Background: an optimization exercise with open tools, aiming at small area. Do not read the settings as production practice. Function was checked by simulation only, so behaviour that the tests miss may differ from the original. No activity file was given, so power comes from the tool's default toggle rates.

## TopGlove
module TopGlove (
    input clk,
    input rst,
    input [1:0] sw,
    input btn_up,
    input btn_down,
    input btn_left,
    input btn_center,
    output gyro_cs,
    output gyro_sclk,
    output gyro_mosi,
    input  gyro_miso,
    output reg [15:0] LED,
    input       master_rts,
    output      master_rx,
    input       master_tx,
    output      master_cts
);
Size in the first run: ~500 cells after synthesis, ~180 flip-flops, ~32 I/O pins, roughly 6500 µm² of cells after synthesis.
Settings: LEC_CHECK=0, CAP_MARGIN=0, CORE_MARGIN=2, CORE_UTILIZATION=40, CTS_BUF_LIST=sky130_fd_sc_hd__clkbuf_8, SLEW_MARGIN=0; clock period 10.0 ns.
standard.sh (not shown) runs the stock make flow with config.mk's settings and CLKGATE_MAP_FILE= SYNTH_SCRIPT=/design/flow/synth_recipe.tcl, a recipe that flattens the netlist after the stock synthesis.
==> flow/flow/run.sh <==
#!/bin/bash
# The standard layout, with three changes:
#  - synthesis maps logic with an area-oriented ABC script (flow/area.abc)
#    in place of ORFS's speed script; everything else in synthesis is as
#    standard.sh runs it;
#  - port buffers are sky130_fd_sc_hd__buf_1;
#  - the clock tree uses clkbuf_8 and no dummy loads.
set -euo pipefail
W=$(pwd)
sed "s#^  log_cmd abc {\*}\$abc_args#  set abc_args [lreplace \$abc_args 1 1 $W/flow/area.abc]\n  log_cmd abc {*}\$abc_args#" \
  "$FLOW_HOME/scripts/synth.tcl" > "$W/synth_area.tcl"
sed "s#source \$::env(SCRIPTS_DIR)/synth.tcl#source $W/synth_area.tcl#" synth_recipe.tcl > "$W/synth_recipe_area.tcl"
bash standard.sh "SYNTH_SCRIPT=$W/synth_recipe_area.tcl" \
  "BUFFER_PORTS_ARGS=-buffer_cell sky130_fd_sc_hd__buf_1" \
  "CTS_ARGS=-sink_clustering_enable -repair_clock_nets -dont_use_dummy_load -buf_list sky130_fd_sc_hd__clkbuf_8" \
  finish > standard.log 2>&1
==> flow/flow/area.abc <==
strash
dc2
dch -f
amap -m
topo
mfs3 -aez
topo
==> next run, changes <==
- CAP_MARGIN: 0 -> 20
- SLEW_MARGIN: 0 -> 20
Result: First-iteration DRC count is higher by a few percent. Non-clock buffer count does not change. Global-route usage hardly moves. Area after synthesis is unchanged.

---

Setup of P:
The RTL this note starts from:
==> flow/design.v <==
module DebouncePulse (
    input  clk,
    input  in,
    output out
);
    reg [3:0] cnt;
    always @(posedge clk) begin
        if (!in)
            cnt <= 4'd0;
        else if (!(cnt[3] & cnt[1] & cnt[0]))
            cnt <= cnt + 4'd1;
    end
    assign out = (cnt == 4'd10);
endmodule
module UART (
    input        rst,
    input        clk,
    input        pop,       
    input  [2:0] code,      
    output       ready,
    output       tx
);
    reg [13:0] v;
    wire baud = v[13] & v[11] & v[7] & v[5] & v[4];
    always @(posedge clk) begin
        if (rst)       v <= 14'd0;
        else if (baud) v <= 14'd1;
        else           v <= v + 14'd1;
    end
    reg [3:0] u;
    reg [2:0] cd;
    always @(posedge clk) begin
        if (rst) u <= 4'd0;
        else case (u)
            4'd0:  if (pop) u <= 4'd1;
            4'd1:  u <= 4'd2;
            4'd12: u <= 4'd0;
            default: if (baud) u <= u + 4'd1;
        endcase
        if (u == 4'd0 && pop) cd <= code;
    end
    assign ready = (u == 4'd0) | (u == 4'd1);
    wire [3:0] d = (cd == 3'd5) ? 4'd8 : {1'b0, cd};
    assign tx = (u <= 4'd2) | (u == 4'd12) | (u[3:2] == 2'b01 & d[u[1:0]]);
endmodule
module PmodGYRO (
	input rst,
	input clk,
	output reg cs,
	output     sclk,
	output reg mosi,
	input      miso,
	output [15:0] data_x,
	output [15:0] data_y,
	output [15:0] data_z,
	output        valid,
	output        update
);
	reg [19:0] c;
	reg  [2:0] b;
	reg  [1:0] ph;
	reg [47:0] sr;
	reg [47:0] xyz;
	reg        vld;
	wire run = &ph;
	wire fin = run ? (&b) : b[1];
	wire e   = c[3] & c[0] & (fin ? c[19] : c[7]);
	always @(posedge clk) begin
		if (rst) begin
			c  <= 20'h80009;
			b  <= 3'd7;
			ph <= 2'd0;
		end else if (e) begin
			c <= 20'd9;
			if (fin) begin
				b <= 3'd0;
				if (!run && !b[2]) ph <= ph + 2'd1;
			end else
				b <= b + 3'd1;
		end else
			c <= c + 20'd1;
	end
	always @(posedge clk)
		cs <= rst | (fin & (cs | ~c[0]));
	wire load = run & fin & ~cs & c[0];
	assign update = run & fin & ~cs & ~c[0];
	reg [7:0] cmd;
	always @* begin
		if (run)
			cmd = (b == 3'd0) ? 8'hE8 : 8'h00;
		else case (ph + b[1:0])
			2'd0: cmd = 8'h20;
			2'd1: cmd = 8'h0F;
			2'd2: cmd = 8'h24;
			default: cmd = 8'h10;
		endcase
	end
	always @(posedge clk) begin
		if (rst)
			mosi <= 1'b0;
		else if (!fin && c[3:0] == 4'd15)
			mosi <= cmd[~c[6:4]];
	end
	assign sclk = fin | c[3];
	always @(posedge clk)
		if (c[3:0] == 4'd7)
			sr <= {sr[46:0], miso};
	always @(posedge clk) begin
		if (load)
			xyz <= {sr[7:0], sr[15:8], sr[23:16], sr[31:24], sr[39:32], sr[47:40]};
		if (rst)
			vld <= 1'b0;
		else if (load)
			vld <= 1'b1;
	end
	assign data_z = xyz[47:32];
	assign data_y = xyz[31:16];
	assign data_x = xyz[15:0];
	assign valid  = vld;
endmodule
module TopGlove (
    input clk,
    input rst,
    input [1:0] sw,
    input btn_up,
    input btn_down,
    input btn_left,
    input btn_center,
    output gyro_cs,
    output gyro_sclk,
    output gyro_mosi,
    input  gyro_miso,
    output reg [15:0] LED,
    input       master_rts,
    output      master_rx,
    input       master_tx,
    output      master_cts
);
    wire up_p, down_p, left_p, center_p;
    DebouncePulse db_up(.clk(clk), .in(btn_up), .out(up_p));
    DebouncePulse db_down(.clk(clk), .in(btn_down), .out(down_p));
    DebouncePulse db_left(.clk(clk), .in(btn_left), .out(left_p));
    DebouncePulse db_center(.clk(clk), .in(btn_center), .out(center_p));
    assign master_cts = 0;
    wire [15:0] data_x, data_y, data_z;
    wire valid, update;
    PmodGYRO pgyro0 (
        .rst   (rst),
        .clk   (clk),
        .cs    (gyro_cs),
        .sclk  (gyro_sclk),
        .mosi  (gyro_mosi),
        .miso  (gyro_miso),
        .data_x(data_x),
        .data_y(data_y),
        .data_z(data_z),
        .valid (valid),
        .update(update)
    );
    reg [2:0] buffer [0:3];
    reg [1:0] head, tail;
    reg       tb;       
    wire ready;
    wire pop = ready && !master_rts && head != tail;
    UART master (
        .rst  (rst),
        .clk  (clk),
        .pop  (pop),
        .code (buffer[head]),
        .ready(ready),
        .tx   (master_rx)
    );
    wire notfull = (tail == 2'd3) || (tail + 2'd1 != head);
    wire [4:0] g = tb ? data_z[15:11] : data_y[15:11];
    wire g_neg = g[4] & ~&g[3:0];    
    wire g_pos = ~g[4] & |g[3:1];    
    reg       push;
    reg [2:0] wcode;
    always @* begin
        push = 1'b1;
        if (left_p)        wcode = 3'd4;
        else if (center_p) wcode = 3'd5;
        else if (up_p)     wcode = 3'd6;
        else if (down_p)   wcode = 3'd7;
        else begin
            wcode = {1'b0, ~tb, g_pos};
            push  = update & (g_neg | g_pos);
        end
    end
    always @(posedge clk) begin
        if (notfull && push)
            buffer[tail] <= wcode;
        if (rst) begin
            head <= 0;
            tail <= 0;
            tb   <= 0;
        end else begin
            if (pop)
                head <= head + 1;
            if (notfull && push)
                tail <= tail + 1;
            if (!notfull)
                tb <= 0;
            else if (!(left_p | center_p | up_p | down_p) && update)
                tb <= ~tb;
        end
    end
    always @* begin
        if (!valid)        LED = 16'd0;
        else case (sw)
            2'b00:   LED = data_x;
            2'b01:   LED = data_y;
            default: LED = data_z;
        endcase
    end
endmodule
clock: 10.0 ns
lec_check: 0
cap_margin: 20
core_margin: 2
core_utilization: 40
slew_margin: 20
run.sh (not shown) runs the stock make flow with config.mk's settings and CLKGATE_MAP_FILE= SYNTH_SCRIPT=/design/flow/synth_recipe.tcl, a recipe that flattens the netlist after the stock synthesis.
Stock flow here: none of the scripts above is used.
P has completed all stages; timing, DRC and antenna checks passed.
Changes in Q relative to P:
Settings: CTS_BUF_LIST newly set to sky130_fd_sc_hd__clkbuf_4 sky130_fd_sc_hd__clkbuf_8.
### Flow results
Q ended up with a higher fraction of area in multi-input gates than P did.
met1 global-route usage across P and Q: no real change.
[diff] routed wire length, Q relative to P: improvement
On minimum period implied by the final worst setup slack: between P and Q, it ends up higher for P.
Looking only at worst setup margin, and setting everything else aside, the lower value of P and Q goes to P.
Number of remaining DRC errors across P and Q: no real change.
Power: Q draws less than P
In the tables for P and Q, proportion of power drawn by combinational gates reads lower with P.
As far as non-clock buffer count is concerned, P and Q perform about the same.
The maximum achievable frequency of P and that of Q are within noise of each other.
Edits applied to the flow inputs when going from Q to R:
Settings: SYNTH_HIERARCHICAL: unset -> 1; CTS_BUF_LIST: sky130_fd_sc_hd__clkbuf_4 sky130_fd_sc_hd__clkbuf_8 -> unset.
--- outcome ---
When R is set beside Q, its global routing met2 resource utilization turns out to be 0.79 points larger.
Against Q, R comes in 20% higher on internal power consumption.
Wire length after detailed routing: R > Q
Summary of R over Q: layout overhead on the synthesized area increased 2.6 points, power share of the sequential group fell by 7.7 points.
The following lists how S was set up differently from R:
Settings: an added CTS_CLUSTER_SIZE of 60; a deleted SYNTH_HIERARCHICAL that had been 1; an added CTS_CLUSTER_DIAMETER of 200; an added CTS_BUF_LIST of sky130_fd_sc_hd__clkbuf_8.
Results
S vs R — worst IR drop on VDD dropped about 23%. In S, portion of the clock cycle consumed by the worst path in the final layout is lower than in R. Worst clock skew in S vs R: up 0.010 ns. Compared with R, the router placed fewer vias in S. Going from R to S, the maximum clock frequency was found to have gone up by 3.8 MHz. Going from R to S, the first-iteration DRC count was found to have gone down by 65. R leaves less setup margin than S. Comparing R and S, the higher die area is on R.

-- re-timing with driven ports --
How much do the figures lean on ideal ports? The routed layouts below were timed once more, with nothing changed but the port constraints. Step 1, drivers: a clkbuf_16 drives clk and a buf_2 each remaining input, both assumed. Step 2 also shifts input and output timing later by t, the mid clock arrival at the registers, as if the neighbouring blocks saw the same clock. a / b / c = ideal / step 1 / step 2; a / b = the first two.
run	t, ns	slack for setup (ns)	worst setup path at the end	worst data-port slew with drivers (ns)
the first run of note 1	0.474	4.338 / 4.313 / 4.313	input to output	0.03
the second run of note 1	0.474	4.433 / 4.404 / 4.404	input to output	0.03
P	0.467	3.874 / 3.851 / 3.851	input to output	0.03
Q	0.484	3.877 / 3.854 / 3.854	input to output	0.03
R	0.467	3.736 / 3.670 / 3.670	input to output	0.06
S	0.483	3.882 / 3.859 / 3.859	input to output	0.03
After both steps setup and hold are still met in every run listed. For R, which loses most, drivers alone change the setup slack by -0.066 ns; drivers and shift together by -0.066 ns.
